Background: an optimization exercise with open tools, aiming at small area, a short achievable clock period and few clock cycles per item. Do not read the settings as production practice.
The RTL was checked by simulation tests, not by an equivalence proof against the original design.

## flow/design.v (module list and top-level ports; edited modules follow where they fit)
// module c2_dot5: 825 lines
// module c2_addn: 105 lines
// module lenet5_conv2: 348 lines
module lenet5_conv2 (
    input          clk               ,
    input          areset            ,
    input          i_run             ,
    output         o_idle            ,
    output         o_run             ,
    output         o_en_err          ,
    output         o_n_ready         ,
    output         o_ot_done         ,
    output         o_ot_valid        ,
    output [0 : 0] o_ot_ox_b_idx     ,
    output [2 : 0] o_ot_ox_t_idx     ,
    output [3 : 0] o_ot_oy_idx       ,
    output [1 : 0] o_ot_och_b_idx    ,
    output [31: 0] o_ot_och_t_otfmap ,
    output [8 : 0] b_o_infmap_addr   ,
    output         b_o_infmap_ce     ,
    output         b_o_infmap_we     ,
    input  [31: 0] b_i_infmap_q      ,
    output [8 : 0] b_o_weight_addr   ,
    output         b_o_weight_ce     ,
    output         b_o_weight_we     ,
    input  [39: 0] b_i_weight_q      ,
    output [3 : 0] b_o_bias_addr     ,
    output         b_o_bias_ce       ,
    output         b_o_bias_we       ,
    input  [15: 0] b_i_bias_q
);
  // ...
==> flow/flow/run.sh <==
#!/bin/bash
# The standard layout (standard.sh: ORFS synthesis to finish, unchanged),
# with a larger setup repair margin so that the resizer works on paths down
# to a 3.8 ns cycle instead of stopping at the 10 ns clock.  The clock and
# constraints are the standard flow's; only the repair target changes.  make's output
# goes to make.log here, each ORFS step's log to orfs/logs/.
set -euo pipefail
bash standard.sh SETUP_SLACK_MARGIN=6.2 finish > make.log 2>&1
==> flow/standard.sh <==
#!/bin/bash
# synth_recipe.tcl (not shown) runs the flow's synth.tcl, then flattens the netlist and writes it again
# the make line also repeats each setting of config.mk as NAME=value (left out here)
make -C /OpenROAD-flow-scripts/flow DESIGN_CONFIG=/design/flow/config.mk WORK_HOME=/design/flow/orfs CLKGATE_MAP_FILE= SYNTH_SCRIPT=/design/flow/synth_recipe.tcl "${@:-finish}"
==> flow/config.mk <==
export PLATFORM = sky130hd
export DESIGN_NAME = lenet5_conv2
export DESIGN_NICKNAME = lenet5_conv2
export VERILOG_FILES = /design/flow/design.v
export SDC_FILE = /design/flow/constraint.sdc
export NUM_CORES = 4
export LEC_CHECK = 0
export CAP_MARGIN = 20
export CORE_MARGIN = 2
export CORE_UTILIZATION = 40
export PLACE_DENSITY = 0.6
export SLEW_MARGIN = 20
==> flow/constraint.sdc <==
create_clock -name core_clock -period 10.0 [get_ports {clk}]
set_input_delay 2.0000 -clock core_clock [delete_from_list [all_inputs] [get_ports {clk}]]
set_output_delay 2.0000 -clock core_clock [all_outputs]
set_load 0.01 [all_outputs]
==> flow_summary.yaml, run 1 <==
outcome:
  status: "no timing/DRC/antenna violations"
finish:
  multi_input_cells: 8045
  largest_class: "multi-input combinational cells"
  final_common_cell: "dfxtp_1"
  fin_cells: 17100
  stdcell_area_mm2: 0.154
  drive_gt1_frac: 0.107
  layout.nonclk_buf_frac: 0.0615
clocking:
  cts_tree: "yes"
  cts-hold-fix-buffers: 0
  htree_levels: 4
  cts.sinks: 2133
synth:
  synthesis.area_mm2: 0.134
  async_flop_share: 0
  synthTopCellsByCount: "dfxtp_1 (2021), fa_1 (1737), xor2_1 (1574)"
  synth_most_common_cell: "dfxtp_1"
drt:
  drc: 0
  drtIter0Drc: 14000
  met2_wirelength_um: 230000
  finalWirelength_um: 558000
critical_path:
  crit_arrival_ns: 4.76
  path_max_fanout: 23
  crit_required_ns: 10.84
  startpoint: "bo_neg[19]$_DFF_P_"
  crit_cells: 7
  crit_path_end_kind: "register"
sta:
  finalCritPeriodShare: 0.393
  finalHoldViolations: 0
  setup_viol: 0
  setup_slack_ns: 6.07
  period_minus_slack_ns: 3.93
global_routing:
  grt_use_total: 0.322
  antenna_found_initial: 37
  grt_overflow: 0
  grt_start_max_net_pins: 117
place:
  place_congestion: 0.940
floorplanning:
  initial_core_util: 0.402
hold_path:
  hold_end: "u[0].acc_b[3]$_DFF_P_"
job:
  max_cap_violations: 0
Testbench counts, summed over its fixed seeds: cycles 231,264, images 48.
==> run 2: changes to the inputs <==
--- a/flow/design.v
+++ b/flow/design.v
@@ -1,17 +1,18 @@
 module c2_dot5 (
     input  [7:0]  p0, p1, p2, p3, p4,
     input  [19:0] one, two, neg, negb,
     input  [8:0]  nsum,
     input  [22:0] acc_in,
     output [22:0] r0,
     output [22:0] r1,
     output [22:0] r2,
-    output [22:0] r3
+    output [22:0] r3,
+    output [22:0] r4
 );
 wire pp1;
 wire pp2;
 wire pp3;
 wire pp4;
 wire pp5;
 wire pp6;
 wire pp7;
@@ -185,314 +186,282 @@
 wire pp175;
 wire pp176;
 wire pp177;
 wire pp178;
 wire pp179;
 wire pp180;
 wire fs181;
 wire fc182;
-wire hs183;
-wire hc184;
-wire fs185;
-wire fc186;
-wire fs187;
-wire fc188;
-wire hs189;
-wire hc190;
-wire fs191;
-wire fc192;
+wire fs184;
+wire fc185;
+wire hs187;
+wire hc188;
+wire fs190;
+wire fc191;
 wire fs193;
 wire fc194;
-wire fs195;
-wire fc196;
-wire fs197;
-wire fc198;
+wire fs196;
+wire fc197;
 wire fs199;
 wire fc200;
-wire hs201;
-wire hc202;
-wire fs203;
-wire fc204;
+wire hs202;
+wire hc203;
 wire fs205;
 wire fc206;
-wire fs207;
-wire fc208;
-wire fs209;
-wire fc210;
+wire fs208;
+wire fc209;
 wire fs211;
 wire fc212;
-wire fs213;
-wire fc214;
-wire fs215;
-wire fc216;
+wire fs214;
+wire fc215;
 wire fs217;
 wire fc218;
-wire fs219;
-wire fc220;
-wire fs221;
-wire fc222;
+wire fs220;
+wire fc221;
 wire fs223;
 wire fc224;
-wire fs225;
-wire fc226;
-wire fs227;
-wire fc228;
+wire fs226;
+wire fc227;
 wire fs229;
 wire fc230;
-wire fs231;
-wire fc232;
-wire fs233;
-wire fc234;
+wire fs232;
+wire fc233;
 wire fs235;
 wire fc236;
-wire fs237;
-wire fc238;
-wire fs239;
-wire fc240;
+wire fs238;
+wire fc239;
 wire fs241;
 wire fc242;
-wire fs243;
-wire fc244;
-wire fs245;
-wire fc246;
+wire fs244;
+wire fc245;
 wire fs247;
 wire fc248;
-wire fs249;
-wire fc250;
-wire fs251;
-wire fc252;
+wire fs250;
+wire fc251;
 wire fs253;
 wire fc254;
-wire fs255;
-wire fc256;
-wire fs257;
-wire fc258;
-wire hs259;
-wire hc260;
-wire fs261;
-wire fc262;
-wire fs263;
-wire fc264;
+wire fs256;
+wire fc257;
+wire fs259;
+wire fc260;
+wire fs262;
+wire fc263;
 wire fs265;
 wire fc266;
-wire fs267;
-wire fc268;
-wire fs269;
-wire fc270;
+wire fs268;
+wire fc269;
 wire fs271;
 wire fc272;
-wire fs273;
-wire fc274;
-wire fs275;
-wire fc276;
+wire fs274;
+wire fc275;
 wire fs277;
 wire fc278;
-wire fs279;
-wire fc280;
-wire fs281;
-wire fc282;
+wire hs280;
+wire hc281;
 wire fs283;
 wire fc284;
-wire fs285;
-wire fc286;
-wire fs287;
-wire fc288;
+wire fs286;
+wire fc287;
 wire fs289;
 wire fc290;
-wire fs291;
-wire fc292;
-wire fs293;
-wire fc294;
+wire fs292;
+wire fc293;
 wire fs295;
 wire fc296;
-wire fs297;
-wire fc298;
-wire fs299;
-wire fc300;
+wire fs298;
+wire fc299;
 wire fs301;
 wire fc302;
-wire fs303;
-wire fc304;
-wire fs305;
-wire fc306;
+wire fs304;
+wire fc305;
 wire fs307;
 wire fc308;
-wire fs309;
-wire fc310;
-wire fs311;
-wire fc312;
+wire fs310;
+wire fc311;
 wire fs313;
 wire fc314;
-wire fs315;
-wire fc316;
-wire fs317;
-wire fc318;
+wire fs316;
+wire fc317;
 wire fs319;
 wire fc320;
-wire fs321;
-wire fc322;
-wire hs323;
-wire hc324;
+wire fs322;
+wire fc323;
 wire fs325;
 wire fc326;
-wire fs327;
-wire fc328;
-wire fs329;
-wire fc330;
+wire fs328;
+wire fc329;
 wire fs331;
 wire fc332;
-wire fs333;
-wire fc334;
-wire fs335;
-wire fc336;
+wire fs334;
+wire fc335;
 wire fs337;
 wire fc338;
-wire fs339;
-wire fc340;
-wire fs341;
-wire fc342;
+wire fs340;
+wire fc341;
 wire fs343;
 wire fc344;
-wire fs345;
-wire fc346;
-wire fs347;
-wire fc348;
+wire fs346;
+wire fc347;
 wire fs349;
 wire fc350;
-wire fs351;
-wire fc352;
-wire fs353;
-wire fc354;
+wire fs352;
+wire fc353;
 wire fs355;
 wire fc356;
-wire fs357;
-wire fc358;
-wire hs359;
-wire hc360;
+wire fs358;
+wire fc359;
 wire fs361;
 wire fc362;
-wire fs363;
-wire fc364;
-wire fs365;
-wire fc366;
+wire fs364;
+wire fc365;
 wire fs367;
 wire fc368;
-wire fs369;
-wire fc370;
-wire fs371;
-wire fc372;
+wire hs370;
+wire hc371;
 wire fs373;
 wire fc374;
-wire fs375;
-wire fc376;
-wire fs377;
-wire fc378;
+wire fs376;
+wire fc377;
 wire fs379;
 wire fc380;
-wire fs381;
-wire fc382;
-wire fs383;
-wire fc384;
+wire fs382;
+wire fc383;
 wire fs385;
 wire fc386;
-wire fs387;
-wire fc388;
-wire fs389;
-wire fc390;
+wire fs388;
+wire fc389;
 wire fs391;
 wire fc392;
-wire fs393;
-wire fc394;
-wire fs395;
-wire fc396;
+wire fs394;
+wire fc395;
 wire fs397;
 wire fc398;
-wire fs399;
-wire fc400;
-wire fs401;
-wire fc402;
+wire fs400;
+wire fc401;
 wire fs403;
 wire fc404;
-wire fs405;
-wire fc406;
-wire fs407;
-wire fc408;
+wire fs406;
+wire fc407;
 wire fs409;
 wire fc410;
-wire fs411;
-wire fc412;
-wire fs413;
-wire fc414;
+wire fs412;
+wire fc413;
 wire fs415;
 wire fc416;
-wire hs417;
-wire hc418;
-wire fs419;
-wire fc420;
-wire fs421;
-wire fc422;
-wire fs423;
-wire fc424;
-wire fs425;
-wire fc426;
+wire fs418;
+wire fc419;
+wire hs421;
+wire hc422;
+wire fs424;
+wire fc425;
 wire fs427;
 wire fc428;
-wire fs429;
-wire fc430;
-wire fs431;
-wire fc432;
+wire fs430;
+wire fc431;
 wire fs433;
 wire fc434;
-wire fs435;
-wire fc436;
-wire fs437;
-wire fc438;
-wire hs439;
-wire hc440;
-wire fs441;
-wire fc442;
-wire fs443;
-wire fc444;
+wire fs436;
+wire fc437;
+wire fs439;
+wire fc440;
+wire fs442;
+wire fc443;
 wire fs445;
 wire fc446;
-wire fs447;
-wire fc448;
-wire fs449;
-wire fc450;
+wire fs448;
+wire fc449;
 wire fs451;
 wire fc452;
-wire fs453;
-wire fc454;
-wire fs455;
-wire fc456;
+wire fs454;
+wire fc455;
 wire fs457;
 wire fc458;
-wire fs459;
-wire fc460;
-wire fs461;
-wire fc462;
+wire fs460;
+wire fc461;
 wire fs463;
 wire fc464;
-wire fs465;
-wire fc466;
-wire fs467;
-wire fc468;
-wire hs469;
-wire hc470;
-wire fs471;
-wire fc472;
-wire fs473;
-wire fc474;
+wire fs466;
+wire fc467;
+wire fs469;
+wire fc470;
+wire fs472;
+wire fc473;
 wire fs475;
 wire fc476;
-wire fs477;
-wire fc478;
-wire hs479;
-wire hc480;
+wire fs478;
+wire fc479;
+wire fs481;
+wire fc482;
+wire fs484;
+wire fc485;
+wire fs487;
+wire fc488;
+wire fs490;
+wire fc491;
+wire fs493;
+wire fc494;
+wire fs496;
+wire fc497;
+wire fs499;
+wire fc500;
+wire hs502;
+wire hc503;
+wire fs505;
+wire fc506;
+wire fs508;
+wire fc509;
+wire fs511;
+wire fc512;
+wire fs514;
+wire fc515;
+wire fs517;
+wire fc518;
+wire fs520;
+wire fc521;
+wire fs523;
+wire fc524;
+wire fs526;
+wire fc527;
+wire fs529;
+wire fc530;
+wire hs532;
+wire hc533;
+wire fs535;
+wire fc536;
+wire fs538;
+wire fc539;
+wire fs541;
+wire fc542;
+wire fs544;
+wire fc545;
+wire fs547;
+wire fc548;
+wire fs550;
+wire fc551;
+wire fs553;
+wire fc554;
+wire fs556;
+wire fc557;
+wire fs559;
+wire fc560;
+wire fs562;
+wire fc563;
+wire fs565;
+wire fc566;
+wire fs568;
+wire fc569;
+wire hs571;
+wire hc572;
+wire fs574;
+wire fc575;
+wire fs577;
+wire fc578;
+wire fs580;
+wire fc581;
 assign pp1 = (one[0] & p0[0]) ^ neg[0];
 assign pp2 = ((one[0] & p0[1]) | (two[0] & p0[0])) ^ neg[0];
 assign pp3 = ((one[0] & p0[2]) | (two[0] & p0[1])) ^ neg[0];
 assign pp4 = ((one[0] & p0[3]) | (two[0] & p0[2])) ^ neg[0];
 assign pp5 = ((one[0] & p0[4]) | (two[0] & p0[3])) ^ neg[0];
 assign pp6 = ((one[0] & p0[5]) | (two[0] & p0[4])) ^ neg[0];
 assign pp7 = ((one[0] & p0[6]) | (two[0] & p0[5])) ^ neg[0];
 assign pp8 = ((one[0] & p0[7]) | (two[0] & p0[6])) ^ neg[0];
@@ -663,275 +632,317 @@
 assign pp173 = ((one[19] & p4[1]) | (two[19] & p4[0])) ^ neg[19];
 assign pp174 = ((one[19] & p4[2]) | (two[19] & p4[1])) ^ neg[19];
 assign pp175 = ((one[19] & p4[3]) | (two[19] & p4[2])) ^ neg[19];
 assign pp176 = ((one[19] & p4[4]) | (two[19] & p4[3])) ^ neg[19];
 assign pp177 = ((one[19] & p4[5]) | (two[19] & p4[4])) ^ neg[19];
 assign pp178 = ((one[19] & p4[6]) | (two[19] & p4[5])) ^ neg[19];
 assign pp179 = ((one[19] & p4[7]) | (two[19] & p4[6])) ^ neg[19];
 assign pp180 = ((one[19] & p4[7]) | (two[19] & p4[7])) ^ negb[19];
-assign {fc182, fs181} = {1'b0, nsum[0]} + {1'b0, acc_in[0]} + {1'b0, pp1};
-assign {hc184, hs183} = {1'b0, pp37} + {1'b0, pp73};
-assign {fc186, fs185} = {1'b0, nsum[1]} + {1'b0, acc_in[1]} + {1'b0, pp2};
-assign {fc188, fs187} = {1'b0, pp38} + {1'b0, pp74} + {1'b0, pp110};
-assign {hc190, hs189} = {1'b0, pp146} + {1'b0, hc184};
-assign {fc192, fs191} = {1'b0, nsum[2]} + {1'b0, acc_in[2]} + {1'b0, pp3};
-assign {fc194, fs193} = {1'b0, pp10} + {1'b0, pp39} + {1'b0, pp46};
-assign {fc196, fs195} = {1'b0, pp75} + {1'b0, pp82} + {1'b0, pp111};
-assign {fc198, fs197} = {1'b0, pp118} + {1'b0, pp147} + {1'b0, pp154};
-assign {fc200, fs199} = {1'b0, hc190} + {1'b0, fc186} + {1'b0, fc188};
-assign {hc202, hs201} = {1'b0, fs191} + {1'b0, fs193};
-assign {fc204, fs203} = {1'b0, nsum[3]} + {1'b0, acc_in[3]} + {1'b0, pp4};
-assign {fc206, fs205} = {1'b0, pp11} + {1'b0, pp40} + {1'b0, pp47};
-assign {fc208, fs207} = {1'b0, pp76} + {1'b0, pp83} + {1'b0, pp112};
-assign {fc210, fs209} = {1'b0, pp119} + {1'b0, pp148} + {1'b0, pp155};
-assign {fc212, fs211} = {1'b0, fc192} + {1'b0, fc194} + {1'b0, fc196};
-assign {fc214, fs213} = {1'b0, fc198} + {1'b0, fs203} + {1'b0, fs205};
-assign {fc216, fs215} = {1'b0, fs207} + {1'b0, fs209} + {1'b0, hc202};
-assign {fc218, fs217} = {1'b0, nsum[4]} + {1'b0, acc_in[4]} + {1'b0, pp5};
-assign {fc220, fs219} = {1'b0, pp12} + {1'b0, pp19} + {1'b0, pp41};
-assign {fc222, fs221} = {1'b0, pp48} + {1'b0, pp55} + {1'b0, pp77};
-assign {fc224, fs223} = {1'b0, pp84} + {1'b0, pp91} + {1'b0, pp113};
-assign {fc226, fs225} = {1'b0, pp120} + {1'b0, pp127} + {1'b0, pp149};
-assign {fc228, fs227} = {1'b0, pp156} + {1'b0, pp163} + {1'b0, fc204};
-assign {fc230, fs229} = {1'b0, fc206} + {1'b0, fc208} + {1'b0, fc210};
-assign {fc232, fs231} = {1'b0, fs217} + {1'b0, fs219} + {1'b0, fs221};
-assign {fc234, fs233} = {1'b0, fs223} + {1'b0, fs225} + {1'b0, fc212};
-assign {fc236, fs235} = {1'b0, fc214} + {1'b0, fs227} + {1'b0, fs229};
-assign {fc238, fs237} = {1'b0, nsum[5]} + {1'b0, acc_in[5]} + {1'b0, pp6};
-assign {fc240, fs239} = {1'b0, pp13} + {1'b0, pp20} + {1'b0, pp42};
-assign {fc242, fs241} = {1'b0, pp49} + {1'b0, pp56} + {1'b0, pp78};
-assign {fc244, fs243} = {1'b0, pp85} + {1'b0, pp92} + {1'b0, pp114};
-assign {fc246, fs245} = {1'b0, pp121} + {1'b0, pp128} + {1'b0, pp150};
-assign {fc248, fs247} = {1'b0, pp157} + {1'b0, pp164} + {1'b0, fc218};
-assign {fc250, fs249} = {1'b0, fc220} + {1'b0, fc222} + {1'b0, fc224};
-assign {fc252, fs251} = {1'b0, fc226} + {1'b0, fs237} + {1'b0, fs239};
-assign {fc254, fs253} = {1'b0, fs241} + {1'b0, fs243} + {1'b0, fs245};
-assign {fc256, fs255} = {1'b0, fc228} + {1'b0, fc230} + {1'b0, fc232};
-assign {fc258, fs257} = {1'b0, fs247} + {1'b0, fs249} + {1'b0, fs251};
-assign {hc260, hs259} = {1'b0, fs253} + {1'b0, fc234};
-assign {fc262, fs261} = {1'b0, nsum[6]} + {1'b0, acc_in[6]} + {1'b0, pp7};
-assign {fc264, fs263} = {1'b0, pp14} + {1'b0, pp21} + {1'b0, pp28};
-assign {fc266, fs265} = {1'b0, pp43} + {1'b0, pp50} + {1'b0, pp57};
-assign {fc268, fs267} = {1'b0, pp64} + {1'b0, pp79} + {1'b0, pp86};
-assign {fc270, fs269} = {1'b0, pp93} + {1'b0, pp100} + {1'b0, pp115};
-assign {fc272, fs271} = {1'b0, pp122} + {1'b0, pp129} + {1'b0, pp136};
-assign {fc274, fs273} = {1'b0, pp151} + {1'b0, pp158} + {1'b0, pp165};
-assign {fc276, fs275} = {1'b0, pp172} + {1'b0, fc238} + {1'b0, fc240};
-assign {fc278, fs277} = {1'b0, fc242} + {1'b0, fc244} + {1'b0, fc246};
-assign {fc280, fs279} = {1'b0, fs261} + {1'b0, fs263} + {1'b0, fs265};
-assign {fc282, fs281} = {1'b0, fs267} + {1'b0, fs269} + {1'b0, fs271};
-assign {fc284, fs283} = {1'b0, fs273} + {1'b0, fc248} + {1'b0, fc250};
-assign {fc286, fs285} = {1'b0, fc252} + {1'b0, fc254} + {1'b0, fs275};
-assign {fc288, fs287} = {1'b0, fs277} + {1'b0, fs279} + {1'b0, fs281};
-assign {fc290, fs289} = {1'b0, fc256} + {1'b0, fs283} + {1'b0, fc258};
-assign {fc292, fs291} = {1'b0, nsum[7]} + {1'b0, acc_in[7]} + {1'b0, pp8};
-assign {fc294, fs293} = {1'b0, pp15} + {1'b0, pp22} + {1'b0, pp29};
-assign {fc296, fs295} = {1'b0, pp44} + {1'b0, pp51} + {1'b0, pp58};
-assign {fc298, fs297} = {1'b0, pp65} + {1'b0, pp80} + {1'b0, pp87};
-assign {fc300, fs299} = {1'b0, pp94} + {1'b0, pp101} + {1'b0, pp116};
-assign {fc302, fs301} = {1'b0, pp123} + {1'b0, pp130} + {1'b0, pp137};
-assign {fc304, fs303} = {1'b0, pp152} + {1'b0, pp159} + {1'b0, pp166};
-assign {fc306, fs305} = {1'b0, pp173} + {1'b0, fc262} + {1'b0, fc264};
-assign {fc308, fs307} = {1'b0, fc266} + {1'b0, fc268} + {1'b0, fc270};
-assign {fc310, fs309} = {1'b0, fc272} + {1'b0, fc274} + {1'b0, fs291};
-assign {fc312, fs311} = {1'b0, fs293} + {1'b0, fs295} + {1'b0, fs297};
-assign {fc314, fs313} = {1'b0, fs299} + {1'b0, fs301} + {1'b0, fs303};
-assign {fc316, fs315} = {1'b0, fc276} + {1'b0, fc278} + {1'b0, fc280};
-assign {fc318, fs317} = {1'b0, fc282} + {1'b0, fs305} + {1'b0, fs307};
-assign {fc320, fs319} = {1'b0, fs309} + {1'b0, fs311} + {1'b0, fs313};
-assign {fc322, fs321} = {1'b0, fc284} + {1'b0, fc286} + {1'b0, fc288};
-assign {hc324, hs323} = {1'b0, fs315} + {1'b0, fs317};
-assign {fc326, fs325} = {1'b0, nsum[8]} + {1'b0, acc_in[8]} + {1'b0, pp9};
-assign {fc328, fs327} = {1'b0, pp16} + {1'b0, pp23} + {1'b0, pp30};
-assign {fc330, fs329} = {1'b0, pp45} + {1'b0, pp52} + {1'b0, pp59};
-assign {fc332, fs331} = {1'b0, pp66} + {1'b0, pp81} + {1'b0, pp88};
-assign {fc334, fs333} = {1'b0, pp95} + {1'b0, pp102} + {1'b0, pp117};
-assign {fc336, fs335} = {1'b0, pp124} + {1'b0, pp131} + {1'b0, pp138};
-assign {fc338, fs337} = {1'b0, pp153} + {1'b0, pp160} + {1'b0, pp167};
-assign {fc340, fs339} = {1'b0, pp174} + {1'b0, fc292} + {1'b0, fc294};
-assign {fc342, fs341} = {1'b0, fc296} + {1'b0, fc298} + {1'b0, fc300};
-assign {fc344, fs343} = {1'b0, fc302} + {1'b0, fc304} + {1'b0, fs325};
-assign {fc346, fs345} = {1'b0, fs327} + {1'b0, fs329} + {1'b0, fs331};
-assign {fc348, fs347} = {1'b0, fs333} + {1'b0, fs335} + {1'b0, fs337};
-assign {fc350, fs349} = {1'b0, fc306} + {1'b0, fc308} + {1'b0, fc310};
-assign {fc352, fs351} = {1'b0, fc312} + {1'b0, fc314} + {1'b0, fs339};
-assign {fc354, fs353} = {1'b0, fs341} + {1'b0, fs343} + {1'b0, fs345};
-assign {fc356, fs355} = {1'b0, fs347} + {1'b0, fc316} + {1'b0, fc318};
-assign {fc358, fs357} = {1'b0, fc320} + {1'b0, fs349} + {1'b0, fs351};
-assign {hc360, hs359} = {1'b0, fs353} + {1'b0, hc324};
-assign {fc362, fs361} = {1'b0, acc_in[9]} + {1'b0, pp17} + {1'b0, pp24};
-assign {fc364, fs363} = {1'b0, pp31} + {1'b0, pp53} + {1'b0, pp60};
-assign {fc366, fs365} = {1'b0, pp67} + {1'b0, pp89} + {1'b0, pp96};
-assign {fc368, fs367} = {1'b0, pp103} + {1'b0, pp125} + {1'b0, pp132};
-assign {fc370, fs369} = {1'b0, pp139} + {1'b0, pp161} + {1'b0, pp168};
-assign {fc372, fs371} = {1'b0, pp175} + {1'b0, fc326} + {1'b0, fc328};
-assign {fc374, fs373} = {1'b0, fc330} + {1'b0, fc332} + {1'b0, fc334};
-assign {fc376, fs375} = {1'b0, fc336} + {1'b0, fc338} + {1'b0, fs361};
-assign {fc378, fs377} = {1'b0, fs363} + {1'b0, fs365} + {1'b0, fs367};
-assign {fc380, fs379} = {1'b0, fs369} + {1'b0, fc340} + {1'b0, fc342};
-assign {fc382, fs381} = {1'b0, fc344} + {1'b0, fc346} + {1'b0, fc348};
-assign {fc384, fs383} = {1'b0, fs371} + {1'b0, fs373} + {1'b0, fs375};
-assign {fc386, fs385} = {1'b0, fs377} + {1'b0, fc350} + {1'b0, fc352};
-assign {fc388, fs387} = {1'b0, fs379} + {1'b0, fc354} + {1'b0, fs381};
-assign {fc390, fs389} = {1'b0, fs383} + {1'b0, fc356} + {1'b0, hc360};
-assign {fc392, fs391} = {1'b0, acc_in[10]} + {1'b0, pp18} + {1'b0, pp25};
-assign {fc394, fs393} = {1'b0, pp32} + {1'b0, pp54} + {1'b0, pp61};
-assign {fc396, fs395} = {1'b0, pp68} + {1'b0, pp90} + {1'b0, pp97};
-assign {fc398, fs397} = {1'b0, pp104} + {1'b0, pp126} + {1'b0, pp133};
-assign {fc400, fs399} = {1'b0, pp140} + {1'b0, pp162} + {1'b0, pp169};
-assign {fc402, fs401} = {1'b0, pp176} + {1'b0, fc362} + {1'b0, fc364};
-assign {fc404, fs403} = {1'b0, fc366} + {1'b0, fc368} + {1'b0, fc370};
-assign {fc406, fs405} = {1'b0, fs391} + {1'b0, fs393} + {1'b0, fs395};
-assign {fc408, fs407} = {1'b0, fs397} + {1'b0, fs399} + {1'b0, fc372};
-assign {fc410, fs409} = {1'b0, fc374} + {1'b0, fc376} + {1'b0, fc378};
-assign {fc412, fs411} = {1'b0, fs401} + {1'b0, fs403} + {1'b0, fs405};
-assign {fc414, fs413} = {1'b0, fc380} + {1'b0, fc382} + {1'b0, fs407};
-assign {fc416, fs415} = {1'b0, fc384} + {1'b0, fs409} + {1'b0, fs411};
-assign {hc418, hs417} = {1'b0, fc386} + {1'b0, fc388};
-assign {fc420, fs419} = {1'b0, acc_in[11]} + {1'b0, pp26} + {1'b0, pp33};
-assign {fc422, fs421} = {1'b0, pp62} + {1'b0, pp69} + {1'b0, pp98};
-assign {fc424, fs423} = {1'b0, pp105} + {1'b0, pp134} + {1'b0, pp141};
-assign {fc426, fs425} = {1'b0, pp170} + {1'b0, pp177} + {1'b0, fc392};
-assign {fc428, fs427} = {1'b0, fc394} + {1'b0, fc396} + {1'b0, fc398};
-assign {fc430, fs429} = {1'b0, fc400} + {1'b0, fs419} + {1'b0, fs421};
-assign {fc432, fs431} = {1'b0, fs423} + {1'b0, fc402} + {1'b0, fc404};
-assign {fc434, fs433} = {1'b0, fc406} + {1'b0, fs425} + {1'b0, fs427};
-assign {fc436, fs435} = {1'b0, fs429} + {1'b0, fc408} + {1'b0, fc410};
-assign {fc438, fs437} = {1'b0, fs431} + {1'b0, fc412} + {1'b0, fs433};
-assign {hc440, hs439} = {1'b0, fc414} + {1'b0, fs435};
-assign {fc442, fs441} = {1'b0, acc_in[12]} + {1'b0, pp27} + {1'b0, pp34};
-assign {fc444, fs443} = {1'b0, pp63} + {1'b0, pp70} + {1'b0, pp99};
-assign {fc446, fs445} = {1'b0, pp106} + {1'b0, pp135} + {1'b0, pp142};
-assign {fc448, fs447} = {1'b0, pp171} + {1'b0, pp178} + {1'b0, fc420};
-assign {fc450, fs449} = {1'b0, fc422} + {1'b0, fc424} + {1'b0, fs441};
-assign {fc452, fs451} = {1'b0, fs443} + {1'b0, fs445} + {1'b0, fc426};
-assign {fc454, fs453} = {1'b0, fc428} + {1'b0, fc430} + {1'b0, fs447};
-assign {fc456, fs455} = {1'b0, fs449} + {1'b0, fc432} + {1'b0, fc434};
-assign {fc458, fs457} = {1'b0, fs451} + {1'b0, fs453} + {1'b0, fc436};
-assign {fc460, fs459} = {1'b0, acc_in[13]} + {1'b0, pp35} + {1'b0, pp71};
-assign {fc462, fs461} = {1'b0, pp107} + {1'b0, pp143} + {1'b0, pp179};
-assign {fc464, fs463} = {1'b0, fc442} + {1'b0, fc444} + {1'b0, fc446};
-assign {fc466, fs465} = {1'b0, fs459} + {1'b0, fs461} + {1'b0, fc448};
-assign {fc468, fs467} = {1'b0, fc450} + {1'b0, fs463} + {1'b0, fc452};
-assign {hc470, hs469} = {1'b0, fc454} + {1'b0, fs465};
-assign {fc472, fs471} = {1'b0, acc_in[14]} + {1'b0, pp36} + {1'b0, pp72};
-assign {fc474, fs473} = {1'b0, pp108} + {1'b0, pp144} + {1'b0, pp180};
-assign {fc476, fs475} = {1'b0, fc460} + {1'b0, fc462} + {1'b0, fs471};
-assign {fc478, fs477} = {1'b0, fs473} + {1'b0, fc464} + {1'b0, fs475};
-assign {hc480, hs479} = {1'b0, acc_in[15]} + {1'b0, fc472};
-assign r0 = {acc_in[22], acc_in[21], acc_in[20], acc_in[19], acc_in[18], acc_in[17], acc_in[16], fc474, fc466, fc456, fc438, fc416, fs413, fc358, fc322, fs319, fs285, fc236, fs231, fc200, fs195, fc182, pp109};
-assign r1 = {1'b0, 1'b0, 1'b0, 1'b0, 1'b0, 1'b0, hc480, fc476, hc470, fs467, fs455, fs437, fs415, fs385, fs355, fc290, fs287, fs255, fc216, fs211, fs197, fs185, pp145};
-assign r2 = {1'b0, 1'b0, 1'b0, 1'b0, 1'b0, 1'b0, 1'b0, fc478, fc468, fc458, hc440, hc418, fc390, fs387, fs357, fs321, hc260, fs257, fs233, fs213, fs199, fs187, fs181};
-assign r3 = {1'b0, 1'b0, 1'b0, 1'b0, 1'b0, 1'b0, 1'b0, hs479, fs477, hs469, fs457, hs439, hs417, fs389, hs359, hs323, fs289, hs259, fs235, fs215, hs201, hs189, hs183};
+c2_fa f183 (.a(nsum[0]), .b(acc_in[0]), .c(pp1), .s(fs181), .co(fc182));
+c2_fa f186 (.a(nsum[1]), .b(acc_in[1]), .c(pp2), .s(fs184), .co(fc185));
+c2_ha h189 (.a(pp38), .b(pp74), .s(hs187), .co(hc188));
+c2_fa f192 (.a(nsum[2]), .b(acc_in[2]), .c(pp3), .s(fs190), .co(fc191));
+c2_fa f195 (.a(pp10), .b(pp39), .c(pp46), .s(fs193), .co(fc194));
+c2_fa f198 (.a(pp75), .b(pp82), .c(pp111), .s(fs196), .co(fc197));
+c2_fa f201 (.a(pp118), .b(pp147), .c(pp154), .s(fs199), .co(fc200));
+c2_ha h204 (.a(hc188), .b(fc185), .s(hs202), .co(hc203));
+c2_fa f207 (.a(nsum[3]), .b(acc_in[3]), .c(pp4), .s(fs205), .co(fc206));
+c2_fa f210 (.a(pp11), .b(pp40), .c(pp47), .s(fs208), .co(fc209));
+c2_fa f213 (.a(pp76), .b(pp83), .c(pp112), .s(fs211), .co(fc212));
+c2_fa f216 (.a(pp119), .b(pp148), .c(pp155), .s(fs214), .co(fc215));
+c2_fa f219 (.a(fc191), .b(fc194), .c(fc197), .s(fs217), .co(fc218));
+c2_fa f222 (.a(fc200), .b(fs205), .c(fs208), .s(fs220), .co(fc221));
+c2_fa f225 (.a(nsum[4]), .b(acc_in[4]), .c(pp5), .s(fs223), .co(fc224));
+c2_fa f228 (.a(pp12), .b(pp19), .c(pp41), .s(fs226), .co(fc227));
+c2_fa f231 (.a(pp48), .b(pp55), .c(pp77), .s(fs229), .co(fc230));
+c2_fa f234 (.a(pp84), .b(pp91), .c(pp113), .s(fs232), .co(fc233));
+c2_fa f237 (.a(pp120), .b(pp127), .c(pp149), .s(fs235), .co(fc236));
+c2_fa f240 (.a(pp156), .b(pp163), .c(fc206), .s(fs238), .co(fc239));
+c2_fa f243 (.a(fc209), .b(fc212), .c(fc215), .s(fs241), .co(fc242));
+c2_fa f246 (.a(fs223), .b(fs226), .c(fs229), .s(fs244), .co(fc245));
+c2_fa f249 (.a(fs232), .b(fs235), .c(fc218), .s(fs247), .co(fc248));
+c2_fa f252 (.a(nsum[5]), .b(acc_in[5]), .c(pp6), .s(fs250), .co(fc251));
+c2_fa f255 (.a(pp13), .b(pp20), .c(pp42), .s(fs253), .co(fc254));
+c2_fa f258 (.a(pp49), .b(pp56), .c(pp78), .s(fs256), .co(fc257));
+c2_fa f261 (.a(pp85), .b(pp92), .c(pp114), .s(fs259), .co(fc260));
+c2_fa f264 (.a(pp121), .b(pp128), .c(pp150), .s(fs262), .co(fc263));
+c2_fa f267 (.a(pp157), .b(pp164), .c(fc224), .s(fs265), .co(fc266));
+c2_fa f270 (.a(fc227), .b(fc230), .c(fc233), .s(fs268), .co(fc269));
+c2_fa f273 (.a(fc236), .b(fs250), .c(fs253), .s(fs271), .co(fc272));
+c2_fa f276 (.a(fs256), .b(fs259), .c(fs262), .s(fs274), .co(fc275));
+c2_fa f279 (.a(fc239), .b(fc242), .c(fc245), .s(fs277), .co(fc278));
+c2_ha h282 (.a(fs265), .b(fs268), .s(hs280), .co(hc281));
+c2_fa f285 (.a(nsum[6]), .b(acc_in[6]), .c(pp7), .s(fs283), .co(fc284));
+c2_fa f288 (.a(pp14), .b(pp21), .c(pp28), .s(fs286), .co(fc287));
+c2_fa f291 (.a(pp43), .b(pp50), .c(pp57), .s(fs289), .co(fc290));
+c2_fa f294 (.a(pp64), .b(pp79), .c(pp86), .s(fs292), .co(fc293));
+c2_fa f297 (.a(pp93), .b(pp100), .c(pp115), .s(fs295), .co(fc296));
+c2_fa f300 (.a(pp122), .b(pp129), .c(pp136), .s(fs298), .co(fc299));
+c2_fa f303 (.a(pp151), .b(pp158), .c(pp165), .s(fs301), .co(fc302));
+c2_fa f306 (.a(pp172), .b(fc251), .c(fc254), .s(fs304), .co(fc305));
+c2_fa f309 (.a(fc257), .b(fc260), .c(fc263), .s(fs307), .co(fc308));
+c2_fa f312 (.a(fs283), .b(fs286), .c(fs289), .s(fs310), .co(fc311));
+c2_fa f315 (.a(fs292), .b(fs295), .c(fs298), .s(fs313), .co(fc314));
+c2_fa f318 (.a(fs301), .b(fc266), .c(fc269), .s(fs316), .co(fc317));
+c2_fa f321 (.a(fc272), .b(fc275), .c(fs304), .s(fs319), .co(fc320));
+c2_fa f324 (.a(fs307), .b(fs310), .c(fs313), .s(fs322), .co(fc323));
+c2_fa f327 (.a(nsum[7]), .b(acc_in[7]), .c(pp8), .s(fs325), .co(fc326));
+c2_fa f330 (.a(pp15), .b(pp22), .c(pp29), .s(fs328), .co(fc329));
+c2_fa f333 (.a(pp44), .b(pp51), .c(pp58), .s(fs331), .co(fc332));
+c2_fa f336 (.a(pp65), .b(pp80), .c(pp87), .s(fs334), .co(fc335));
+c2_fa f339 (.a(pp94), .b(pp101), .c(pp116), .s(fs337), .co(fc338));
+c2_fa f342 (.a(pp123), .b(pp130), .c(pp137), .s(fs340), .co(fc341));
+c2_fa f345 (.a(pp152), .b(pp159), .c(pp166), .s(fs343), .co(fc344));
+c2_fa f348 (.a(pp173), .b(fc284), .c(fc287), .s(fs346), .co(fc347));
+c2_fa f351 (.a(fc290), .b(fc293), .c(fc296), .s(fs349), .co(fc350));
+c2_fa f354 (.a(fc299), .b(fc302), .c(fs325), .s(fs352), .co(fc353));
+c2_fa f357 (.a(fs328), .b(fs331), .c(fs334), .s(fs355), .co(fc356));
+c2_fa f360 (.a(fs337), .b(fs340), .c(fs343), .s(fs358), .co(fc359));
+c2_fa f363 (.a(fc305), .b(fc308), .c(fc311), .s(fs361), .co(fc362));
+c2_fa f366 (.a(fc314), .b(fs346), .c(fs349), .s(fs364), .co(fc365));
+c2_fa f369 (.a(fs352), .b(fs355), .c(fs358), .s(fs367), .co(fc368));
+c2_ha h372 (.a(fc317), .b(fc320), .s(hs370), .co(hc371));
+c2_fa f375 (.a(nsum[8]), .b(acc_in[8]), .c(pp9), .s(fs373), .co(fc374));
+c2_fa f378 (.a(pp16), .b(pp23), .c(pp30), .s(fs376), .co(fc377));
+c2_fa f381 (.a(pp45), .b(pp52), .c(pp59), .s(fs379), .co(fc380));
+c2_fa f384 (.a(pp66), .b(pp81), .c(pp88), .s(fs382), .co(fc383));
+c2_fa f387 (.a(pp95), .b(pp102), .c(pp117), .s(fs385), .co(fc386));
+c2_fa f390 (.a(pp124), .b(pp131), .c(pp138), .s(fs388), .co(fc389));
+c2_fa f393 (.a(pp153), .b(pp160), .c(pp167), .s(fs391), .co(fc392));
+c2_fa f396 (.a(pp174), .b(fc326), .c(fc329), .s(fs394), .co(fc395));
+c2_fa f399 (.a(fc332), .b(fc335), .c(fc338), .s(fs397), .co(fc398));
+c2_fa f402 (.a(fc341), .b(fc344), .c(fs373), .s(fs400), .co(fc401));
+c2_fa f405 (.a(fs376), .b(fs379), .c(fs382), .s(fs403), .co(fc404));
+c2_fa f408 (.a(fs385), .b(fs388), .c(fs391), .s(fs406), .co(fc407));
+c2_fa f411 (.a(fc347), .b(fc350), .c(fc353), .s(fs409), .co(fc410));
+c2_fa f414 (.a(fc356), .b(fc359), .c(fs394), .s(fs412), .co(fc413));
+c2_fa f417 (.a(fs397), .b(fs400), .c(fs403), .s(fs415), .co(fc416));
+c2_fa f420 (.a(fs406), .b(fc362), .c(fc365), .s(fs418), .co(fc419));
+c2_ha h423 (.a(fc368), .b(fs409), .s(hs421), .co(hc422));
+c2_fa f426 (.a(acc_in[9]), .b(pp17), .c(pp24), .s(fs424), .co(fc425));
+c2_fa f429 (.a(pp31), .b(pp53), .c(pp60), .s(fs427), .co(fc428));
+c2_fa f432 (.a(pp67), .b(pp89), .c(pp96), .s(fs430), .co(fc431));
+c2_fa f435 (.a(pp103), .b(pp125), .c(pp132), .s(fs433), .co(fc434));
+c2_fa f438 (.a(pp139), .b(pp161), .c(pp168), .s(fs436), .co(fc437));
+c2_fa f441 (.a(pp175), .b(fc374), .c(fc377), .s(fs439), .co(fc440));
+c2_fa f444 (.a(fc380), .b(fc383), .c(fc386), .s(fs442), .co(fc443));
+c2_fa f447 (.a(fc389), .b(fc392), .c(fs424), .s(fs445), .co(fc446));
+c2_fa f450 (.a(fs427), .b(fs430), .c(fs433), .s(fs448), .co(fc449));
+c2_fa f453 (.a(fs436), .b(fc395), .c(fc398), .s(fs451), .co(fc452));
+c2_fa f456 (.a(fc401), .b(fc404), .c(fc407), .s(fs454), .co(fc455));
+c2_fa f459 (.a(fs439), .b(fs442), .c(fs445), .s(fs457), .co(fc458));
+c2_fa f462 (.a(fs448), .b(fc410), .c(fc413), .s(fs460), .co(fc461));
+c2_fa f465 (.a(fs451), .b(fc416), .c(fs454), .s(fs463), .co(fc464));
+c2_fa f468 (.a(acc_in[10]), .b(pp18), .c(pp25), .s(fs466), .co(fc467));
+c2_fa f471 (.a(pp32), .b(pp54), .c(pp61), .s(fs469), .co(fc470));
+c2_fa f474 (.a(pp68), .b(pp90), .c(pp97), .s(fs472), .co(fc473));
+c2_fa f477 (.a(pp104), .b(pp126), .c(pp133), .s(fs475), .co(fc476));
+c2_fa f480 (.a(pp140), .b(pp162), .c(pp169), .s(fs478), .co(fc479));
+c2_fa f483 (.a(pp176), .b(fc425), .c(fc428), .s(fs481), .co(fc482));
+c2_fa f486 (.a(fc431), .b(fc434), .c(fc437), .s(fs484), .co(fc485));
+c2_fa f489 (.a(fs466), .b(fs469), .c(fs472), .s(fs487), .co(fc488));
+c2_fa f492 (.a(fs475), .b(fs478), .c(fc440), .s(fs490), .co(fc491));
+c2_fa f495 (.a(fc443), .b(fc446), .c(fc449), .s(fs493), .co(fc494));
+c2_fa f498 (.a(fs481), .b(fs484), .c(fs487), .s(fs496), .co(fc497));
+c2_fa f501 (.a(fc452), .b(fc455), .c(fs490), .s(fs499), .co(fc500));
+c2_ha h504 (.a(fc458), .b(fs493), .s(hs502), .co(hc503));
+c2_fa f507 (.a(acc_in[11]), .b(pp26), .c(pp33), .s(fs505), .co(fc506));
+c2_fa f510 (.a(pp62), .b(pp69), .c(pp98), .s(fs508), .co(fc509));
+c2_fa f513 (.a(pp105), .b(pp134), .c(pp141), .s(fs511), .co(fc512));
+c2_fa f516 (.a(pp170), .b(pp177), .c(fc467), .s(fs514), .co(fc515));
+c2_fa f519 (.a(fc470), .b(fc473), .c(fc476), .s(fs517), .co(fc518));
+c2_fa f522 (.a(fc479), .b(fs505), .c(fs508), .s(fs520), .co(fc521));
+c2_fa f525 (.a(fs511), .b(fc482), .c(fc485), .s(fs523), .co(fc524));
+c2_fa f528 (.a(fc488), .b(fs514), .c(fs517), .s(fs526), .co(fc527));
+c2_fa f531 (.a(fs520), .b(fc491), .c(fc494), .s(fs529), .co(fc530));
+c2_ha h534 (.a(fs523), .b(fc497), .s(hs532), .co(hc533));
+c2_fa f537 (.a(acc_in[12]), .b(pp27), .c(pp34), .s(fs535), .co(fc536));
+c2_fa f540 (.a(pp63), .b(pp70), .c(pp99), .s(fs538), .co(fc539));
+c2_fa f543 (.a(pp106), .b(pp135), .c(pp142), .s(fs541), .co(fc542));
+c2_fa f546 (.a(pp171), .b(pp178), .c(fc506), .s(fs544), .co(fc545));
+c2_fa f549 (.a(fc509), .b(fc512), .c(fs535), .s(fs547), .co(fc548));
+c2_fa f552 (.a(fs538), .b(fs541), .c(fc515), .s(fs550), .co(fc551));
+c2_fa f555 (.a(fc518), .b(fc521), .c(fs544), .s(fs553), .co(fc554));
+c2_fa f558 (.a(fs547), .b(fc524), .c(fc527), .s(fs556), .co(fc557));
+c2_fa f561 (.a(acc_in[13]), .b(pp35), .c(pp71), .s(fs559), .co(fc560));
+c2_fa f564 (.a(pp107), .b(pp143), .c(pp179), .s(fs562), .co(fc563));
+c2_fa f567 (.a(fc536), .b(fc539), .c(fc542), .s(fs565), .co(fc566));
+c2_fa f570 (.a(fs559), .b(fs562), .c(fc545), .s(fs568), .co(fc569));
+c2_ha h573 (.a(fc548), .b(fs565), .s(hs571), .co(hc572));
+c2_fa f576 (.a(acc_in[14]), .b(pp36), .c(pp72), .s(fs574), .co(fc575));
+c2_fa f579 (.a(pp108), .b(pp144), .c(pp180), .s(fs577), .co(fc578));
+c2_fa f582 (.a(fc560), .b(fc563), .c(fs574), .s(fs580), .co(fc581));
+assign r0 = {acc_in[22], acc_in[21], acc_in[20], acc_in[19], acc_in[18], acc_in[17], acc_in[16], acc_in[15], fs577, fc551, fs550, fs526, fs496, fs457, fs412, fc323, hc281, fs271, fc221, fs211, fs190, pp110, pp37};
+assign r1 = {1'b0, 1'b0, 1'b0, 1'b0, 1'b0, 1'b0, 1'b0, fc575, fc566, fc554, fs553, hc503, fc461, hc422, fs415, fs361, fc278, fs274, fs238, fs214, fs193, pp146, pp73};
+assign r2 = {1'b0, 1'b0, 1'b0, 1'b0, 1'b0, 1'b0, 1'b0, fc578, hc572, fs568, hc533, fc500, fc464, fc419, hc371, fs364, fs316, fc248, fs241, hc203, fs196, fc182, pp109};
+assign r3 = {1'b0, 1'b0, 1'b0, 1'b0, 1'b0, 1'b0, 1'b0, fc581, fc569, fc557, fc530, fs529, fs499, fs460, fs418, fs367, fs319, fs277, fs244, fs217, fs199, fs184, pp145};
+assign r4 = {1'b0, 1'b0, 1'b0, 1'b0, 1'b0, 1'b0, 1'b0, 1'b0, fs580, hs571, fs556, hs532, hs502, fs463, hs421, hs370, fs322, hs280, fs247, fs220, hs202, hs187, fs181};
 endmodule
 module c2_addn (
     input  [22:0] r0,
     input  [22:0] r1,
     input  [22:0] r2,
     input  [22:0] r3,
+    input  [22:0] r4,
     output [22:0] s
 );
 wire afs1;
 wire afc2;
-wire afs3;
-wire afc4;
-wire ahs5;
-wire ahc6;
+wire ahs4;
+wire ahc5;
 wire afs7;
 wire afc8;
-wire afs9;
-wire afc10;
-wire afs11;
-wire afc12;
-wire afs13;
-wire afc14;
-wire afs15;
-wire afc16;
-wire afs17;
-wire afc18;
+wire afs10;
+wire afc11;
+wire ahs13;
+wire ahc14;
+wire afs16;
+wire afc17;
 wire afs19;
 wire afc20;
-wire afs21;
-wire afc22;
-wire afs23;
-wire afc24;
+wire afs22;
+wire afc23;
 wire afs25;
 wire afc26;
-wire afs27;
-wire afc28;
-wire afs29;
-wire afc30;
+wire afs28;
+wire afc29;
 wire afs31;
 wire afc32;
-wire afs33;
-wire afc34;
-wire afs35;
-wire afc36;
+wire afs34;
+wire afc35;
 wire afs37;
 wire afc38;
-wire afs39;
-wire afc40;
-wire afs41;
-wire afc42;
+wire afs40;
+wire afc41;
 wire afs43;
 wire afc44;
-wire afs45;
-wire afc46;
-wire afs47;
-wire afc48;
+wire afs46;
+wire afc47;
 wire afs49;
 wire afc50;
-wire afs51;
-wire afc52;
-wire afs53;
-wire afc54;
+wire afs52;
+wire afc53;
 wire afs55;
 wire afc56;
-wire afs57;
-wire afc58;
-wire afs59;
-wire afc60;
+wire afs58;
+wire afc59;
 wire afs61;
 wire afc62;
-wire afs63;
-wire afc64;
-assign {afc2, afs1} = {1'b0, r0[0]} + {1'b0, r1[0]} + {1'b0, r2[0]};
-assign {afc4, afs3} = {1'b0, r0[1]} + {1'b0, r1[1]} + {1'b0, r2[1]};
-assign {ahc6, ahs5} = {1'b0, r3[1]} + {1'b0, afc2};
-assign {afc8, afs7} = {1'b0, r0[2]} + {1'b0, r1[2]} + {1'b0, r2[2]};
-assign {afc10, afs9} = {1'b0, r3[2]} + {1'b0, afc4} + {1'b0, afs7};
-assign {afc12, afs11} = {1'b0, r0[3]} + {1'b0, r1[3]} + {1'b0, r2[3]};
-assign {afc14, afs13} = {1'b0, r3[3]} + {1'b0, afc8} + {1'b0, afs11};
-assign {afc16, afs15} = {1'b0, r0[4]} + {1'b0, r1[4]} + {1'b0, r2[4]};
-assign {afc18, afs17} = {1'b0, r3[4]} + {1'b0, afc12} + {1'b0, afs15};
-assign {afc20, afs19} = {1'b0, r0[5]} + {1'b0, r1[5]} + {1'b0, r2[5]};
-assign {afc22, afs21} = {1'b0, r3[5]} + {1'b0, afc16} + {1'b0, afs19};
-assign {afc24, afs23} = {1'b0, r0[6]} + {1'b0, r1[6]} + {1'b0, r2[6]};
-assign {afc26, afs25} = {1'b0, r3[6]} + {1'b0, afc20} + {1'b0, afs23};
-assign {afc28, afs27} = {1'b0, r0[7]} + {1'b0, r1[7]} + {1'b0, r2[7]};
-assign {afc30, afs29} = {1'b0, r3[7]} + {1'b0, afc24} + {1'b0, afs27};
-assign {afc32, afs31} = {1'b0, r0[8]} + {1'b0, r1[8]} + {1'b0, r2[8]};
-assign {afc34, afs33} = {1'b0, r3[8]} + {1'b0, afc28} + {1'b0, afs31};
-assign {afc36, afs35} = {1'b0, r0[9]} + {1'b0, r1[9]} + {1'b0, r2[9]};
-assign {afc38, afs37} = {1'b0, r3[9]} + {1'b0, afc32} + {1'b0, afs35};
-assign {afc40, afs39} = {1'b0, r0[10]} + {1'b0, r1[10]} + {1'b0, r2[10]};
-assign {afc42, afs41} = {1'b0, r3[10]} + {1'b0, afc36} + {1'b0, afs39};
-assign {afc44, afs43} = {1'b0, r0[11]} + {1'b0, r1[11]} + {1'b0, r2[11]};
-assign {afc46, afs45} = {1'b0, r3[11]} + {1'b0, afc40} + {1'b0, afs43};
-assign {afc48, afs47} = {1'b0, r0[12]} + {1'b0, r1[12]} + {1'b0, r2[12]};
-assign {afc50, afs49} = {1'b0, r3[12]} + {1'b0, afc44} + {1'b0, afs47};
-assign {afc52, afs51} = {1'b0, r0[13]} + {1'b0, r1[13]} + {1'b0, r2[13]};
-assign {afc54, afs53} = {1'b0, r3[13]} + {1'b0, afc48} + {1'b0, afs51};
-assign {afc56, afs55} = {1'b0, r0[14]} + {1'b0, r1[14]} + {1'b0, r2[14]};
-assign {afc58, afs57} = {1'b0, r3[14]} + {1'b0, afc52} + {1'b0, afs55};
-assign {afc60, afs59} = {1'b0, r0[15]} + {1'b0, r1[15]} + {1'b0, r2[15]};
-assign {afc62, afs61} = {1'b0, r3[15]} + {1'b0, afc56} + {1'b0, afs59};
-assign {afc64, afs63} = {1'b0, r0[16]} + {1'b0, r1[16]} + {1'b0, afc60};
-assign s = {r0[22], r0[21], r0[20], r0[19], r0[18], r0[17], afc62, afc58, afc54, afc50, afc46, afc42, afc38, afc34, afc30, afc26, afc22, afc18, afc14, afc10, ahc6, afs3, r3[0]} + {1'b0, 1'b0, 1'b0, 1'b0, 1'b0, afc64, afs63, afs61, afs57, afs53, afs49, afs45, afs41, afs37, afs33, afs29, afs25, afs21, afs17, afs13, afs9, ahs5, afs1};
+wire afs64;
+wire afc65;
+wire afs67;
+wire afc68;
+wire afs70;
+wire afc71;
+wire afs73;
+wire afc74;
+wire afs76;
+wire afc77;
+wire afs79;
+wire afc80;
+wire afs82;
+wire afc83;
+wire afs85;
+wire afc86;
+wire afs88;
+wire afc89;
+wire afs91;
+wire afc92;
+wire afs94;
+wire afc95;
+wire afs97;
+wire afc98;
+wire afs100;
+wire afc101;
+wire afs103;
+wire afc104;
+wire afs106;
+wire afc107;
+wire afs109;
+wire afc110;
+wire afs112;
+wire afc113;
+wire afs115;
+wire afc116;
+wire afs118;
+wire afc119;
+wire afs121;
+wire afc122;
+wire afs124;
+wire afc125;
+wire afs127;
+wire afc128;
+wire afs130;
+wire afc131;
+wire afs133;
+wire afc134;
+wire afs136;
+wire afc137;
+wire ahs139;
+wire ahc140;
+wire afs142;
+wire afc143;
+c2_fa af3 (.a(r0[0]), .b(r1[0]), .c(r2[0]), .s(afs1), .co(afc2));
+c2_ha ah6 (.a(r3[0]), .b(r4[0]), .s(ahs4), .co(ahc5));
+c2_fa af9 (.a(r0[1]), .b(r1[1]), .c(r2[1]), .s(afs7), .co(afc8));
+c2_fa af12 (.a(r3[1]), .b(r4[1]), .c(ahc5), .s(afs10), .co(afc11));
+c2_ha ah15 (.a(afc2), .b(afs7), .s(ahs13), .co(ahc14));
+c2_fa af18 (.a(r0[2]), .b(r1[2]), .c(r2[2]), .s(afs16), .co(afc17));
+c2_fa af21 (.a(r3[2]), .b(r4[2]), .c(afc8), .s(afs19), .co(afc20));
+c2_fa af24 (.a(afs16), .b(afc11), .c(ahc14), .s(afs22), .co(afc23));
+c2_fa af27 (.a(r0[3]), .b(r1[3]), .c(r2[3]), .s(afs25), .co(afc26));
+c2_fa af30 (.a(r3[3]), .b(r4[3]), .c(afc17), .s(afs28), .co(afc29));
+c2_fa af33 (.a(afs25), .b(afc20), .c(afs28), .s(afs31), .co(afc32));
+c2_fa af36 (.a(r0[4]), .b(r1[4]), .c(r2[4]), .s(afs34), .co(afc35));
+c2_fa af39 (.a(r3[4]), .b(r4[4]), .c(afc26), .s(afs37), .co(afc38));
+c2_fa af42 (.a(afs34), .b(afc29), .c(afs37), .s(afs40), .co(afc41));
+c2_fa af45 (.a(r0[5]), .b(r1[5]), .c(r2[5]), .s(afs43), .co(afc44));
+c2_fa af48 (.a(r3[5]), .b(r4[5]), .c(afc35), .s(afs46), .co(afc47));
+c2_fa af51 (.a(afs43), .b(afc38), .c(afs46), .s(afs49), .co(afc50));
+c2_fa af54 (.a(r0[6]), .b(r1[6]), .c(r2[6]), .s(afs52), .co(afc53));
+c2_fa af57 (.a(r3[6]), .b(r4[6]), .c(afc44), .s(afs55), .co(afc56));
+c2_fa af60 (.a(afs52), .b(afc47), .c(afs55), .s(afs58), .co(afc59));
+c2_fa af63 (.a(r0[7]), .b(r1[7]), .c(r2[7]), .s(afs61), .co(afc62));
+c2_fa af66 (.a(r3[7]), .b(r4[7]), .c(afc53), .s(afs64), .co(afc65));
+c2_fa af69 (.a(afs61), .b(afc56), .c(afs64), .s(afs67), .co(afc68));
+c2_fa af72 (.a(r0[8]), .b(r1[8]), .c(r2[8]), .s(afs70), .co(afc71));
+c2_fa af75 (.a(r3[8]), .b(r4[8]), .c(afc62), .s(afs73), .co(afc74));
+c2_fa af78 (.a(afs70), .b(afc65), .c(afs73), .s(afs76), .co(afc77));
+c2_fa af81 (.a(r0[9]), .b(r1[9]), .c(r2[9]), .s(afs79), .co(afc80));
+c2_fa af84 (.a(r3[9]), .b(r4[9]), .c(afc71), .s(afs82), .co(afc83));
+c2_fa af87 (.a(afs79), .b(afc74), .c(afs82), .s(afs85), .co(afc86));
+c2_fa af90 (.a(r0[10]), .b(r1[10]), .c(r2[10]), .s(afs88), .co(afc89));
+c2_fa af93 (.a(r3[10]), .b(r4[10]), .c(afc80), .s(afs91), .co(afc92));
+c2_fa af96 (.a(afs88), .b(afc83), .c(afs91), .s(afs94), .co(afc95));
+c2_fa af99 (.a(r0[11]), .b(r1[11]), .c(r2[11]), .s(afs97), .co(afc98));
+c2_fa af102 (.a(r3[11]), .b(r4[11]), .c(afc89), .s(afs100), .co(afc101));
+c2_fa af105 (.a(afs97), .b(afc92), .c(afs100), .s(afs103), .co(afc104));
+c2_fa af108 (.a(r0[12]), .b(r1[12]), .c(r2[12]), .s(afs106), .co(afc107));
+c2_fa af111 (.a(r3[12]), .b(r4[12]), .c(afc98), .s(afs109), .co(afc110));
+c2_fa af114 (.a(afs106), .b(afc101), .c(afs109), .s(afs112), .co(afc113));
+c2_fa af117 (.a(r0[13]), .b(r1[13]), .c(r2[13]), .s(afs115), .co(afc116));
+c2_fa af120 (.a(r3[13]), .b(r4[13]), .c(afc107), .s(afs118), .co(afc119));
+c2_fa af123 (.a(afs115), .b(afc110), .c(afs118), .s(afs121), .co(afc122));
+c2_fa af126 (.a(r0[14]), .b(r1[14]), .c(r2[14]), .s(afs124), .co(afc125));
+c2_fa af129 (.a(r3[14]), .b(r4[14]), .c(afc116), .s(afs127), .co(afc128));
+c2_fa af132 (.a(afs124), .b(afc119), .c(afs127), .s(afs130), .co(afc131));
+c2_fa af135 (.a(r0[15]), .b(r1[15]), .c(r2[15]), .s(afs133), .co(afc134));
+c2_fa af138 (.a(r3[15]), .b(afc125), .c(afs133), .s(afs136), .co(afc137));
+c2_ha ah141 (.a(afc128), .b(afs136), .s(ahs139), .co(ahc140));
+c2_fa af144 (.a(r0[16]), .b(afc134), .c(afc137), .s(afs142), .co(afc143));
+assign s = {r0[22], r0[21], r0[20], r0[19], r0[18], r0[17], ahc140, afc131, afc122, afc113, afc104, afc95, afc86, afc77, afc68, afc59, afc50, afc41, afc32, afc23, afs19, afs10, afs1} + {1'b0, 1'b0, 1'b0, 1'b0, 1'b0, afc143, afs142, ahs139, afs130, afs121, afs112, afs103, afs94, afs85, afs76, afs67, afs58, afs49, afs40, afs31, afs22, ahs13, ahs4};
+endmodule
+module c2_fa (input a, b, c, output s, co);
+assign s  = a ^ b ^ c;
+assign co = (a & b) | (a & c) | (b & c);
+endmodule
+module c2_ha (input a, b, output s, co);
+assign s  = a ^ b;
+assign co = a & b;
 endmodule
  `timescale 1ns/10ps
 module lenet5_conv2 (
     input          clk               ,
     input          areset            ,
     input          i_run             ,
     output         o_idle            ,
     output         o_run             ,
@@ -1163,55 +1174,56 @@
         cap_last_d1 <= c_last;
         cap_last_d2 <= cap_last_d1;
     end
     cap_j_d1 <= c_j;
     cap_j_d2 <= cap_j_d1;
 end
 localparam [22:0] INIT_K = 23'd5124864;
 wire [22:0] init_v = {{7{bias_r[15]}}, bias_r} + INIT_K;
-wire [7:0]  q_x [0:9];
+wire [6:0]  q_x [0:9];      
 genvar gx;
 generate
 for (gx = 0; gx < 10; gx = gx + 1) begin : u
-    reg  [22:0] cs0, cs1, cs2, cs3, acc_a, acc_b, acc_c;
-    wire [22:0] t0, t1, t2, t3, t_sum;
+    reg  [22:0] cs0, cs1, cs2, cs3, cs4, acc_a, acc_b, acc_c;
+    wire [22:0] t0, t1, t2, t3, t4, t_sum;
     c2_dot5 u_t (
         .p0 (row_r[8*gx      +: 8]),
         .p1 (row_r[8*gx +  8 +: 8]),
         .p2 (row_r[8*gx + 16 +: 8]),
         .p3 (row_r[8*gx + 24 +: 8]),
         .p4 (row_r[8*gx + 32 +: 8]),
         .one (bo_one), .two (bo_two), .neg (bo_neg), .negb (bo_negb),
         .nsum (bo_nsum),
         .acc_in (acc_c),
-        .r0 (t0), .r1 (t1), .r2 (t2), .r3 (t3)
+        .r0 (t0), .r1 (t1), .r2 (t2), .r3 (t3), .r4 (t4)
     );
     c2_addn u_a (
-        .r0 (cs0), .r1 (cs1), .r2 (cs2), .r3 (cs3),
+        .r0 (cs0), .r1 (cs1), .r2 (cs2), .r3 (cs3), .r4 (cs4),
         .s  (t_sum)
     );
     always @(posedge clk) begin
         cs0   <= t0;
-        cs1   <= t1;
-        cs2   <= t2;
-        cs3   <= t3;
+        cs1   <= t1 & 23'h00ffff;
+        cs2   <= t2 & 23'h00ffff;
+        cs3   <= t3 & 23'h00ffff;
+        cs4   <= t4 & 23'h007fff;
         acc_a <= t_sum;
         acc_b <= acc_a;
         acc_c <= c_first_m1 ? init_v : acc_b;
     end
-    assign q_x[gx] = acc_a[22] ? 8'd0 :
-                     (|acc_a[21:16]) ? 8'd127 : {1'b0, acc_a[15:9]};
+    assign q_x[gx] = acc_a[22] ? 7'd0 :
+                     (|acc_a[21:16]) ? 7'd127 : acc_a[15:9];
 end
 endgenerate
-reg [7:0] ln0 [0:9];
-reg [7:0] ln1 [0:9];
-reg [7:0] ln2 [0:9];
-reg [7:0] ln3 [0:9];
-reg [7:0] d0a, d0b, d0c, d1a, d1b, d2a;
+reg [6:0] ln0 [0:9];
+reg [6:0] ln1 [0:9];
+reg [6:0] ln2 [0:9];
+reg [6:0] ln3 [0:9];
+reg [6:0] d0a, d0b, d0c, d1a, d1b, d2a;
 wire cap0 = cap_last_d2 && (cap_j_d2 == 2'd0);
 wire cap1 = cap_last_d2 && (cap_j_d2 == 2'd1);
 wire cap2 = cap_last_d2 && (cap_j_d2 == 2'd2);
 wire cap3 = cap_last_d2 && (cap_j_d2 == 2'd3);
 integer x;
 always @(posedge clk) begin
     for (x = 0; x < 10; x = x + 1) begin
         ln0[x] <= (cap0 || x == 9) ? q_x[x] : ln0[(x + 1) % 10];
@@ -1270,11 +1282,11 @@
 assign o_en_err          = r_en_err;
 assign o_n_ready         = r_n_ready;
 assign o_ot_done         = r_done;
 assign o_ot_valid        = r_valid;
 assign o_ot_ox_b_idx     = e_oxb;
 assign o_ot_ox_t_idx     = e_oxt;
 assign o_ot_oy_idx       = e_y;
 assign o_ot_och_b_idx    = e_b;
-assign o_ot_och_t_otfmap = {ln3[0], d2a, d1b, d0c};
+assign o_ot_och_t_otfmap = {1'b0, ln3[0], 1'b0, d2a, 1'b0, d1b, 1'b0, d0c};
 endmodule
 `timescale 1ns/10ps
==> flow/flow/run.sh (replaced) <==
#!/bin/bash
# The standard layout (standard.sh: ORFS synthesis to finish, unchanged),
# with a larger setup repair margin so that the resizer works on paths down
# to a 3.5 ns cycle instead of stopping at the 10 ns clock.  The clock and
# constraints are the standard flow's; only the repair target changes.  make's output
# goes to make.log here, each ORFS step's log to orfs/logs/.
set -euo pipefail
bash standard.sh SETUP_SLACK_MARGIN=6.5 finish > make.log 2>&1
--- a/flow/config.mk
+++ b/flow/config.mk
@@ -5,8 +5,10 @@
 export SDC_FILE = /design/flow/constraint.sdc
 export NUM_CORES = 4
 export LEC_CHECK = 0
 export CAP_MARGIN = 20
 export CORE_MARGIN = 2
 export CORE_UTILIZATION = 40
 export PLACE_DENSITY = 0.6
 export SLEW_MARGIN = 20
+export SYNTH_HIERARCHICAL = 1
+export SYNTH_MINIMUM_KEEP_SIZE = 0
==> run 2 against run 1 <==
Effect of this change: routed wire length is 4.2% higher; critical endpoint is now u[4].acc_a[18]$_DFF_P_; via count is 0.49% higher; die area up 8.3%; first-iteration DRC count rose by 3.5%; highest routed layer unchanged; sequential cell count increased by 140; critical path depth up 5.
==> flow_summary.yaml, run 2 <==
clocking:
  clock_latency_ns: 0.99
  cts_buffers: 262
  root_buffer: "clkbuf_16"
  cts_tree: "yes"
  cts.path.max_buffers: 4
  cts.sinks: 2273
  htree_levels: 5
  cts-hold-fix-buffers: 0
  path_clk_slew_ns: 0.06
floorplanning:
  dieArea_mm2: 0.367
  io_pins: 167
  initial_core_util: 0.401
  die_y_um: 606
  core_mm2: 0.362
  rows: 221
  die_w_um: 606
hold_path:
  hold_path.class: "register to register"
finish:
  layout_common_cells: "dfxtp_1 (2032), xnor2_1 (1929), fa_1 (1667)"
  drive_gt1_frac: 0.162
  fin_cells: 16800
  final_common_cell: "dfxtp_1"
  nets: 13900
  syn2layout_area_growth_pct: 9.16
sta:
  finalCritPeriodShare: 0.369
  setup_tns_ns: 0
  rsz0062_at_grt: "yes"
  period_minus_slack_ns: 3.69
  clock.fmax_mhz: 271
  slew_violations: 0
  fin_skew_ns: 0.105
  timing.slew.headroom: 0.141
  setup_viol: 0
  worst_slew_pin_slew_ns: 1.29
  finalHoldViolations: 0
global_routing:
  grt_use_total: 0.308
  grt_pass1_vias: 104000
  antenna_found_initial: 57
  grt_pass1_wl_um: 794000
  grt_start_max_net_pins: 81
  grt_overflow: 0
place:
  hpwlAfterDp_um: 328000
  place_congestion: 0.966
  dp.cells: 15900
  numPortBuffers: 159
critical_path:
  worstPathCellList: "fa_2 > fa_1 > fa_1 > ha_4 > a21o_4 > a21oi_4 > buf_12 > a211oi_4 > buf_6 > o311ai_4 > nand2_1 > xor2_1"
  endpoint: "u[4].acc_a[18]$_DFF_P_"
  r2r_end: "u[4].acc_a[18]$_DFF_P_"
  crit_required_ns: 10.77
  crit-reg2reg-launch: "u[4].cs2[3]$_DFF_P_"
  crit_path_end_kind: "register"
  critPathMostFrequentCell: "fa_1"
  worstRegToRegCells: 12
  startpoint: "u[4].cs2[3]$_DFF_P_"
  regToRegSetupSlack_ns: 6.31
  critPathMaxStageDelay_ns: 0.59
  start_kind: "register"
  crit_arrival_ns: 4.45
  worstSetupPathType: "register to register"
  cpLargestDelayFamily: "adder cells"
  slowest_stage: "fa_1"
  worstPathBufferInverterCount: 2
  crit_cells: 12
  path_max_fanout: 4
drt:
  finalWirelength_um: 582000
  dr_total_vias: 103000
  routed_via_density: 6.15
  final_antenna_net_count: 0
  drtIter0Drc: 14400
  drt_first_pass_iters: 9
  wl_per_cell_um: 34.7
  drc: 0
synth:
  syn_inst: 12700
  synthesis.area_mm2: 0.145
  yosysWarnings: 11
  postSynthAreaPerCell_um2: 11.4
job:
  max_cap_violations: 0
outcome:
  status: "no timing/DRC/antenna violations"
run 2: layout make-up:
class / count / area, um^2
tap: 4794 / 6000
clock inverter: 89 / 1110
multi-input combinational: 8159 / 86400
fill: 33300 / 203000
antenna: 54 / 135
inverter: 300 / 1130
sequential: 2273 / 47000
clock buffer: 379 / 7820
timing repair buffer: 739 / 8800
run 2: metrics by stage:
step	hold WS (ns)	worst slack, ns	instance area [um^2]	util
floorplan	0.310	5.86	145000	-
global placement	0.310	4.99	140000	0.388
detailed placement	0.312	5.10	140000	0.388
CTS	0.288	6.35	155000	0.429
global route	0.304	6.23	158000	0.437
finish	0.293	6.31	158000	0.438
run 2: worst min-delay path by stage:
| stage | startpoint | endpoint | slack, ns | cells after the start |
|---|---|---|---|---|
| 2_1_floorplan | cj_d3[0]$_DFF_P_ | cap_j_d1[0]$_DFF_P_ | 0.31 | 0 |
| 3_3_place_gp | u[1].acc_a[5]$_DFF_P_ | u[1].acc_b[5]$_DFF_P_ | 0.31 | 0 |
| 3_5_place_dp | u[4].acc_c[19]$_DFF_P_ | u[4].cs0[19]$_DFF_P_ | 0.31 | 0 |
| 4_1_cts | u[7].acc_c[22]$_DFF_P_ | u[7].cs0[22]$_DFF_P_ | 0.29 | 0 |
| 5_1_grt | u[7].acc_c[22]$_DFF_P_ | u[7].cs0[22]$_DFF_P_ | 0.30 | 0 |
| 6_report | u[7].acc_c[22]$_DFF_P_ | u[7].cs0[22]$_DFF_P_ | 0.29 | 0 |
run 2: repair_timing:
action	in CTS	in global routing
setup buffers	207	142
endpoints found under the setup margin	680	277
pin swaps	129	216
gates resized for setup	910	331
gates cloned	4	7
run 2: layer usage:
layer	track usage	vias to the layer above	part of all wire
met4	0.245	34	0.097
met5	0.00444	-	0.0012
met1	0.353	51600	0.34
li1	-	39600	-
met3	0.128	3208	0.14
met2	0.452	8838	0.42
Testbench counts of run 2, summed over its fixed seeds: cycles 231,264, images 48.

==> afterwards: timing with drivers on the ports <==
In the flow no input, the clock included, has a driving cell. The finished layouts below were timed again as built, in two steps.
Step 1, drivers: a clkbuf_16 drives clk and a buf_2 each remaining input, both assumed.
Step 2 times the ports against the registers' clock, not the clock port: input delays grow and output delays shrink by t, the midpoint of the rising clock arrivals with the driver on.
a / b / c = no drivers / after step 1 / after step 2; a / b = the first two.
run | t (ns) | setup WS [ns]
run 1 | 1.031 | 6.074 / 6.074 / 5.243
run 2 | 1.034 | 6.314 / 6.314 / 5.543
After both steps every run listed still meets setup and hold.
